Source: an optimization exercise on an open RTL-to-GDS flow (aim: small area, a short achievable clock period and few clock cycles). Production flows keep margins and buffers that such runs may drop.
At most, simulation tests tie the RTL to the original design; equivalence was not proved.
Power figures rest on the tool's default switching activity, not on a simulated workload.

==> flow/design.v <==
`default_nettype	none
module	div(i_clk, i_rst, i_wr, i_signed, i_numerator, i_denominator,
		o_busy, o_valid, o_err, o_quotient, o_flags);
	parameter		BW=32, LGBW = 5;
	input	wire		i_clk, i_rst;
	input	wire		i_wr, i_signed;
	input	wire [(BW-1):0]	i_numerator, i_denominator;
	output	wire		o_busy;
	output	reg		o_valid, o_err;
	output	wire [(BW-1):0]	o_quotient;
	output	wire	[3:0]	o_flags;
	reg			r_norm, r_iter, r_sign, r_nneg, r_dneg, r_c, r_zero;
	reg	[(BW-1):0]	r_dividend, r_divisor, r_quotient;
	reg	[(LGBW-1):0]	r_cnt, r_nlz;
	function [LGBW-1:0] clz;
		input	[BW-1:0]	v;
		integer			i;
		begin
			clz = BW-1;
			for(i=1; i<BW; i=i+1)
				if (v[i])
					clz = BW-1-i;
		end
	endfunction
	wire			n_neg, d_neg;
	wire	[(BW-1):0]	n_ones, d_ones;
	assign	n_neg = (i_signed)&&(i_numerator[BW-1]);
	assign	d_neg = (i_signed)&&(i_denominator[BW-1]);
	assign	n_ones = i_numerator ^ {(BW){n_neg}};
	assign	d_ones = i_denominator ^ {(BW){d_neg}};
	wire	[LGBW:0]	shift;
	wire			n_small;
	assign	shift = { 1'b0, r_cnt } - { 1'b0, r_nlz }
				+ { {(LGBW){1'b0}}, r_nneg };
	assign	n_small = shift[LGBW];
	wire	[(BW+1):0]	sum;
	wire	[(BW-1):0]	diff;
	wire			ge;
	assign	sum = { 1'b0, r_dividend, 1'b1 } + { 1'b0, ~r_divisor, !r_dneg };
	assign	diff = sum[BW:1];
	assign	ge = sum[BW+1];
	wire	zero_divisor, quick, early, last;
	assign	zero_divisor = (r_cnt == {(LGBW){1'b1}})&&(!r_divisor[0])
				&&(!r_dneg);
	assign	quick = (n_small)||(zero_divisor);
	assign	early = (quick)||(!ge);
	assign	last  = (r_cnt == 0);
	assign	o_busy = ((r_norm)&&(!quick))||((r_iter)&&(!last));
	wire	[(BW-1):0]	sh0, sh1, sh2, sh3, shifted;
	assign	sh0 = (shift[0]) ? { r_divisor[(BW-2):0], r_dneg } : r_divisor;
	assign	sh1 = (shift[1]) ? { sh0[(BW-3):0], {( 2){r_dneg}} } : sh0;
	assign	sh2 = (shift[2]) ? { sh1[(BW-5):0], {( 4){r_dneg}} } : sh1;
	assign	sh3 = (shift[3]) ? { sh2[(BW-9):0], {( 8){r_dneg}} } : sh2;
	assign	shifted = (shift[4]) ? { sh3[(BW-17):0], {(16){r_dneg}} } : sh3;
	always @(posedge i_clk)
	if (i_rst)
	begin
		r_norm  <= 1'b0;
		r_iter  <= 1'b0;
		o_valid <= 1'b0;
	end else begin
		r_norm  <= i_wr;
		r_iter  <= ((r_norm)&&(!early))||((r_iter)&&(!last));
		o_valid <= ((r_norm)&&(early))||((r_iter)&&(last));
	end
	always @(posedge i_clk)
		o_err <= (r_norm)&&(zero_divisor);
	always @(posedge i_clk)
	if (i_wr)
	begin
		r_sign <= (n_neg)^(d_neg);
		r_nneg <= n_neg;
		r_dneg <= d_neg;
		r_nlz  <= clz(n_ones);
	end
	reg	[(BW-1):0]	n_below;
	integer		k;
	always @(*)
	begin
		n_below[0] = 1'b0;
		for(k=1; k<BW; k=k+1)
			n_below[k] = n_below[k-1] | i_numerator[k-1];
	end
	always @(posedge i_clk)
	if (i_wr)
		r_dividend <= i_numerator ^ ({(BW){n_neg}} & n_below);
	else if ((ge)&&((r_iter)||((r_norm)&&(r_sign))))
		r_dividend <= diff;
	always @(posedge i_clk)
	if (i_wr)
		r_divisor <= d_ones;
	else if (r_norm)
		r_divisor <= shifted;
	else
		r_divisor <= r_divisor >> 1;
	always @(posedge i_clk)
	if (i_wr)
		r_cnt <= clz(d_ones);
	else if (r_norm)
		r_cnt <= shift[(LGBW-1):0];
	else
		r_cnt <= r_cnt - 1'b1;
	always @(posedge i_clk)
	if (r_norm)
		r_zero <= early;
	always @(posedge i_clk)
	if (r_norm)
		r_quotient <= {(BW){(r_sign)&&(!early)}};
	else
		r_quotient <= { r_quotient[(BW-2):0], (ge ^ r_sign) };
	assign	o_quotient = r_quotient;
	always @(posedge i_clk)
	if (r_norm)
		r_c <= (!r_sign)&&(r_nlz == {(LGBW){1'b1}})
				&&(!r_dividend[0])&&(!r_nneg);
	else if (r_iter)
		r_c <= (r_c)||((!r_sign)&&(diff == 0));
	assign o_flags = { 1'b0, o_quotient[BW-1], r_c, r_zero };
endmodule
==> flow/config.mk <==
export PLATFORM = sky130hd
export DESIGN_NAME = div
export DESIGN_NICKNAME = div
export VERILOG_FILES = /design/flow/design.v
export SDC_FILE = /design/flow/constraint.sdc
export NUM_CORES = 4
export LEC_CHECK = 0
export CAP_MARGIN = 20
export CORE_MARGIN = 2
export CORE_UTILIZATION = 40
export SETUP_SLACK_MARGIN = 1.0
export SLEW_MARGIN = 20
==> flow/constraint.sdc <==
create_clock -name core_clock -period 5.0 [get_ports {i_clk}]
set_input_delay 1.0000 -clock core_clock [delete_from_list [all_inputs] [get_ports {i_clk}]]
set_output_delay 1.0000 -clock core_clock [all_outputs]
set_load 0.01 [all_outputs]
standard.sh (not shown) runs the stock make flow with config.mk's settings and CLKGATE_MAP_FILE= SYNTH_SCRIPT=/design/flow/synth_recipe.tcl, a recipe that flattens the netlist after the stock synthesis.
==> flow/flow/run.sh <==
#!/bin/bash
# Standard layout, with the smallest buffer on every input and output port.
set -euo pipefail
export BUFFER_PORTS_ARGS="-buffer_cell sky130_fd_sc_hd__buf_1"
bash standard.sh > standard.log 2>&1
Then changed:
--- a/flow/design.v
+++ b/flow/design.v
@@ -25,17 +25,18 @@
 	wire			n_neg, d_neg;
 	wire	[(BW-1):0]	n_ones, d_ones;
 	assign	n_neg = (i_signed)&&(i_numerator[BW-1]);
 	assign	d_neg = (i_signed)&&(i_denominator[BW-1]);
 	assign	n_ones = i_numerator ^ {(BW){n_neg}};
 	assign	d_ones = i_denominator ^ {(BW){d_neg}};
-	wire	[LGBW:0]	shift;
+	wire	[(BW-1):0]	n_lead;
+	assign	n_lead = (n_neg) ? { n_ones[(BW-2):0], 1'b1 } : i_numerator;
+	wire	[(LGBW-1):0]	shift;
 	wire			n_small;
-	assign	shift = { 1'b0, r_cnt } - { 1'b0, r_nlz }
-				+ { {(LGBW){1'b0}}, r_nneg };
-	assign	n_small = shift[LGBW];
+	assign	shift = r_cnt - r_nlz;
+	assign	n_small = (r_nlz > r_cnt);
 	wire	[(BW+1):0]	sum;
 	wire	[(BW-1):0]	diff;
 	wire			ge;
 	assign	sum = { 1'b0, r_dividend, 1'b1 } + { 1'b0, ~r_divisor, !r_dneg };
 	assign	diff = sum[BW:1];
 	assign	ge = sum[BW+1];
@@ -68,25 +69,17 @@
 	always @(posedge i_clk)
 	if (i_wr)
 	begin
 		r_sign <= (n_neg)^(d_neg);
 		r_nneg <= n_neg;
 		r_dneg <= d_neg;
-		r_nlz  <= clz(n_ones);
-	end
-	reg	[(BW-1):0]	n_below;
-	integer		k;
-	always @(*)
-	begin
-		n_below[0] = 1'b0;
-		for(k=1; k<BW; k=k+1)
-			n_below[k] = n_below[k-1] | i_numerator[k-1];
+		r_nlz  <= clz(n_lead);
 	end
 	always @(posedge i_clk)
 	if (i_wr)
-		r_dividend <= i_numerator ^ ({(BW){n_neg}} & n_below);
+		r_dividend <= (n_neg) ? -i_numerator : i_numerator;
 	else if ((ge)&&((r_iter)||((r_norm)&&(r_sign))))
 		r_dividend <= diff;
 	always @(posedge i_clk)
 	if (i_wr)
 		r_divisor <= d_ones;
 	else if (r_norm)
Result: The changed run passed the timing, design-rule and antenna checks. Clock-buffer cell count went down by 1. Combinational power went down by 26%. Register-to-register slack gets better by 0.02 ns. Design area went down by 3.1%. Total power went down by 18%. Flip-flop and latch count is unchanged. Non-clock buffer count went up by 1. First-iteration DRC count went down by about 14%. Routed wire length went down by 5.2%. Clock skew is about the same.
Testbench counts after the change, summed over its fixed seeds: cycles 22,269.
The RTL of the first run of this note was laid out without a check of its function.

---

Starts from the design.v that is shown in full above.
clock: 5.0 ns
lec_check: 0
cap_margin: 20
core_margin: 2
core_utilization: 40
setup_slack_margin: 1.0
slew_margin: 20
run.sh (not shown) runs the stock make flow with config.mk's settings and CLKGATE_MAP_FILE= SYNTH_SCRIPT=/design/flow/synth_recipe.tcl, a recipe that flattens the netlist after the stock synthesis.
Stock flow here: none of the scripts above is used.
Edit:
--- a/flow/design.v
+++ b/flow/design.v
@@ -38,22 +38,17 @@
 	wire			ge;
 	assign	sum = { 1'b0, r_dividend, 1'b1 } + { 1'b0, ~r_divisor, !r_dneg };
 	assign	diff = sum[BW:1];
 	assign	ge = sum[BW+1];
 	wire	zero_divisor, quick, early, last;
-	assign	zero_divisor = (r_cnt == {(LGBW){1'b1}})&&(!r_divisor[0])
-				&&(!r_dneg);
+	assign	zero_divisor = (r_divisor == 0)&&(!r_dneg);
 	assign	quick = (n_small)||(zero_divisor);
 	assign	early = (quick)||(!ge);
 	assign	last  = (r_cnt == 0);
 	assign	o_busy = ((r_norm)&&(!quick))||((r_iter)&&(!last));
-	wire	[(BW-1):0]	sh0, sh1, sh2, sh3, shifted;
-	assign	sh0 = (shift[0]) ? { r_divisor[(BW-2):0], r_dneg } : r_divisor;
-	assign	sh1 = (shift[1]) ? { sh0[(BW-3):0], {( 2){r_dneg}} } : sh0;
-	assign	sh2 = (shift[2]) ? { sh1[(BW-5):0], {( 4){r_dneg}} } : sh1;
-	assign	sh3 = (shift[3]) ? { sh2[(BW-9):0], {( 8){r_dneg}} } : sh2;
-	assign	shifted = (shift[4]) ? { sh3[(BW-17):0], {(16){r_dneg}} } : sh3;
+	wire	[(2*BW-1):0]	shifted;
+	assign	shifted = { r_divisor, {(BW){r_dneg}} } << shift[(LGBW-1):0];
 	always @(posedge i_clk)
 	if (i_rst)
 	begin
 		r_norm  <= 1'b0;
 		r_iter  <= 1'b0;
@@ -71,28 +66,20 @@
 		r_sign <= (n_neg)^(d_neg);
 		r_nneg <= n_neg;
 		r_dneg <= d_neg;
 		r_nlz  <= clz(n_ones);
 	end
-	reg	[(BW-1):0]	n_below;
-	integer		k;
-	always @(*)
-	begin
-		n_below[0] = 1'b0;
-		for(k=1; k<BW; k=k+1)
-			n_below[k] = n_below[k-1] | i_numerator[k-1];
-	end
 	always @(posedge i_clk)
 	if (i_wr)
-		r_dividend <= i_numerator ^ ({(BW){n_neg}} & n_below);
+		r_dividend <= n_ones + { {(BW-1){1'b0}}, n_neg };
 	else if ((ge)&&((r_iter)||((r_norm)&&(r_sign))))
 		r_dividend <= diff;
 	always @(posedge i_clk)
 	if (i_wr)
 		r_divisor <= d_ones;
 	else if (r_norm)
-		r_divisor <= shifted;
+		r_divisor <= shifted[(2*BW-1):BW];
 	else
 		r_divisor <= r_divisor >> 1;
 	always @(posedge i_clk)
 	if (i_wr)
 		r_cnt <= clz(d_ones);
@@ -103,17 +90,13 @@
 	always @(posedge i_clk)
 	if (r_norm)
 		r_zero <= early;
 	always @(posedge i_clk)
 	if (r_norm)
-		r_quotient <= {(BW){(r_sign)&&(!early)}};
+		r_quotient <= {(BW){r_sign}};
 	else
 		r_quotient <= { r_quotient[(BW-2):0], (ge ^ r_sign) };
-	assign	o_quotient = r_quotient;
+	assign	o_quotient = r_quotient & {(BW){!r_zero}};
 	always @(posedge i_clk)
-	if (r_norm)
-		r_c <= (!r_sign)&&(r_nlz == {(LGBW){1'b1}})
-				&&(!r_dividend[0])&&(!r_nneg);
-	else if (r_iter)
-		r_c <= (r_c)||((!r_sign)&&(diff == 0));
-	assign o_flags = { 1'b0, o_quotient[BW-1], r_c, r_zero };
+		r_c <= (!r_sign)&&((r_dividend == 0)||(diff == 0));
+	assign o_flags = { 1'b0, o_quotient[BW-1], r_c, (o_quotient == 0) };
 endmodule
What happened: Total power went up slightly. Sequential power went up by a few percent. Fmax went down slightly. Die area went up by a few percent. First-iteration DRC count went down by a few percent. Setup slack gets worse by 0.051 ns. Clock skew is about the same. Synthesized cell count went up by a few percent. Global-route usage went up by 1.2 points.
No functional check of the RTL was part of any run of this note.

---

job 101:
Another version of the RTL of div (not shown whole).
For scale: about 1,500 cells after synthesis, roughly 110 flip-flops.
==> module div, before the edit <==
module	div(i_clk, i_rst, i_wr, i_signed, i_numerator, i_denominator,
		o_busy, o_valid, o_err, o_quotient, o_flags);
	parameter		BW=32, LGBW = 5;
	input	wire		i_clk, i_rst;
	input	wire		i_wr, i_signed;
	input	wire [(BW-1):0]	i_numerator, i_denominator;
	output	wire		o_busy;
	output	reg		o_valid, o_err;
	output	wire [(BW-1):0]	o_quotient;
	output	wire	[3:0]	o_flags;
	reg			r_norm, r_iter, r_sign, r_dneg, r_c, r_zero;
	reg	[(BW-1):0]	r_dividend, r_divisor, r_quotient;
	reg	[(LGBW-1):0]	r_cnt, r_nlz;
	function [LGBW-1:0] clz;
		input	[BW-1:0]	v;
		integer			i;
		begin
			clz = BW-1;
			for(i=1; i<BW; i=i+1)
				if (v[i])
					clz = BW-1-i;
		end
	endfunction
	wire			n_neg, d_neg;
	wire	[(BW-1):0]	n_ones, d_ones;
	assign	n_neg = (i_signed)&&(i_numerator[BW-1]);
	assign	d_neg = (i_signed)&&(i_denominator[BW-1]);
	assign	n_ones = i_numerator ^ {(BW){n_neg}};
	assign	d_ones = i_denominator ^ {(BW){d_neg}};
	wire	[(BW-1):0]	n_lead;
	assign	n_lead = (n_neg) ? { n_ones[(BW-2):0], 1'b1 } : i_numerator;
	wire	[(LGBW-1):0]	shift;
	wire			n_small;
	assign	shift = r_cnt - r_nlz;
	assign	n_small = (r_nlz > r_cnt);
	wire	[(BW+1):0]	sum;
	wire	[(BW-1):0]	diff;
	wire			ge;
	assign	sum = { 1'b0, r_dividend, 1'b1 } + { 1'b0, ~r_divisor, !r_dneg };
	assign	diff = sum[BW:1];
	assign	ge = sum[BW+1];
	wire	zero_divisor, quick, early, last;
	assign	zero_divisor = (r_cnt == {(LGBW){1'b1}})&&(!r_divisor[0])
				&&(!r_dneg);
	assign	quick = (n_small)||(zero_divisor);
	assign	early = (quick)||(!ge);
	assign	last  = (r_cnt == 0);
	assign	o_busy = ((r_norm)&&(!quick))||((r_iter)&&(!last));
	wire	[(BW-1):0]	sh0, sh1, sh2, sh3, shifted;
	assign	sh0 = (shift[0]) ? { r_divisor[(BW-2):0], r_dneg } : r_divisor;
	assign	sh1 = (shift[1]) ? { sh0[(BW-3):0], {( 2){r_dneg}} } : sh0;
	assign	sh2 = (shift[2]) ? { sh1[(BW-5):0], {( 4){r_dneg}} } : sh1;
	assign	sh3 = (shift[3]) ? { sh2[(BW-9):0], {( 8){r_dneg}} } : sh2;
	assign	shifted = (shift[4]) ? { sh3[(BW-17):0], {(16){r_dneg}} } : sh3;
	always @(posedge i_clk)
	if (i_rst)
	begin
		r_norm  <= 1'b0;
		r_iter  <= 1'b0;
		o_valid <= 1'b0;
	end else begin
		r_norm  <= i_wr;
		r_iter  <= ((r_norm)&&(!early))||((r_iter)&&(!last));
		o_valid <= ((r_norm)&&(early))||((r_iter)&&(last));
	end
	always @(posedge i_clk)
		o_err <= (r_norm)&&(zero_divisor);
	always @(posedge i_clk)
	if (i_wr)
	begin
		r_sign <= (n_neg)^(d_neg);
		r_dneg <= d_neg;
		r_nlz  <= clz(n_lead);
	end
	always @(posedge i_clk)
	if (i_wr)
		r_dividend <= (n_neg) ? -i_numerator : i_numerator;
	else if ((ge)&&((r_iter)||((r_norm)&&(r_sign))))
		r_dividend <= diff;
	always @(posedge i_clk)
	if (i_wr)
		r_divisor <= d_ones;
	else if (r_norm)
		r_divisor <= shifted;
	else
		r_divisor <= r_divisor >> 1;
	always @(posedge i_clk)
	if (i_wr)
		r_cnt <= clz(d_ones);
	else if (r_norm)
		r_cnt <= shift[(LGBW-1):0];
	else
		r_cnt <= r_cnt - 1'b1;
	always @(posedge i_clk)
	if (r_norm)
		r_zero <= early;
	always @(posedge i_clk)
	if (r_norm)
		r_quotient <= {(BW){(r_sign)&&(!early)}};
	else
		r_quotient <= { r_quotient[(BW-2):0], (ge ^ r_sign) };
	assign	o_quotient = r_quotient;
	always @(posedge i_clk)
	if (r_norm)
		r_c <= (!r_sign)&&(r_nlz == {(LGBW){1'b1}})
				&&(!r_dividend[0]);
	else if (r_iter)
		r_c <= (r_c)||((!r_sign)&&(diff == 0));
	assign o_flags = { 1'b0, o_quotient[BW-1], r_c, r_zero };
endmodule
export LEC_CHECK = 0
export ABC_AREA = 1
export CAP_MARGIN = 20
export CORE_MARGIN = 2
export CORE_UTILIZATION = 40
export SETUP_SLACK_MARGIN = 1.5
export SLEW_MARGIN = 20
create_clock -name core_clock -period 5.0 [get_ports {i_clk}]
standard.sh (not shown) runs the stock make flow with config.mk's settings and CLKGATE_MAP_FILE= SYNTH_SCRIPT=/design/flow/synth_recipe.tcl, a recipe that flattens the netlist after the stock synthesis.
Scripts as last shown in full above: flow/flow/run.sh
Testbench counts of job 101, summed over its fixed seeds: cycles 22,269.
## Diff of input files: job 102 against job 101
--- a/flow/design.v
+++ b/flow/design.v
@@ -44,11 +44,11 @@
 	assign	zero_divisor = (r_cnt == {(LGBW){1'b1}})&&(!r_divisor[0])
 				&&(!r_dneg);
 	assign	quick = (n_small)||(zero_divisor);
 	assign	early = (quick)||(!ge);
 	assign	last  = (r_cnt == 0);
-	assign	o_busy = ((r_norm)&&(!quick))||((r_iter)&&(!last));
+	assign	o_busy = ((r_norm)&&(!n_small))||((r_iter)&&(!last));
 	wire	[(BW-1):0]	sh0, sh1, sh2, sh3, shifted;
 	assign	sh0 = (shift[0]) ? { r_divisor[(BW-2):0], r_dneg } : r_divisor;
 	assign	sh1 = (shift[1]) ? { sh0[(BW-3):0], {( 2){r_dneg}} } : sh0;
 	assign	sh2 = (shift[2]) ? { sh1[(BW-5):0], {( 4){r_dneg}} } : sh1;
 	assign	sh3 = (shift[3]) ? { sh2[(BW-9):0], {( 8){r_dneg}} } : sh2;
--- outcome ---
Job 101 -> job 102: post-synthesis sequential element count delta 0, exact match. Job 102 against job 101: share of synthesized area occupied by flip-flops and latches about even, estimated wirelength of the detail-placed design increased by 2000 microns relative to the old numbers, synthesized area dropped 0.41%. Row net switching power: job 102 higher / job 101 lower. Job 102 and job 101 ended up with roughly the same internal portion of total power. [compare] base=job 101 new=job 102: clock network fraction of total power decreased 1.4 points, die area decreased 0.40%, iteration-0 DRC count of the detailed router has increased. Job 101 -> job 102: flip-flop and latch count delta 0, exact match. Measured against each other, job 102 and job 101 differ in combinational fraction of design power, the higher figure coming from job 102. The slew at the pin with the worst max-slew slack in job 102 was lower than what job 101 gave.
Only the layout flow was run in job 102; the RTL was not checked for function there.

[port drivers added, routing unchanged]
The flow's constraints put no driver on any port. The routed layouts listed below were extracted and timed again, unchanged, in two steps.
Step 1 sets driving cells, clkbuf_16 on the clock port and buf_2 on the other inputs (assumed; they add their load-dependent delay and slew).
Step 2 adds t to the input delays and takes it off the output delays; t is the mean of the earliest and latest rising clock arrival at the registers after step 1. Input paths then give back, and output paths get back, about the clock's delay inside the block.
Three values: ideal ports, drivers, drivers and shift; two values: the first two.
| run | t (ns) | slack for setup (ns) | latest minus earliest clock arrival (ns) |
|---|---|---|---|
| the first run of note 1 | 0.465 | 1.132 / 1.085 / 1.230 | 0.014 / 0.013 |
| the second run of note 1 | 0.479 | 1.251 / 1.251 / 0.907 | 0.011 / 0.012 |
| the first run of note 2 | 0.468 | 1.201 / 1.158 / 0.909 | 0.013 / 0.013 |
| the second run of note 2 | 0.483 | 1.150 / 1.100 / 0.830 | 0.014 / 0.014 |
| job 101 | 0.474 | 1.694 / 1.646 / 1.413 | 0.010 / 0.011 |
| job 102 | 0.468 | 1.616 / 1.569 / 1.171 | 0.011 / 0.011 |
After both steps setup and hold are still met in every run listed. The setup slack of job 102, which loses most, moves by -0.047 ns with the drivers and by -0.445 ns with both steps.
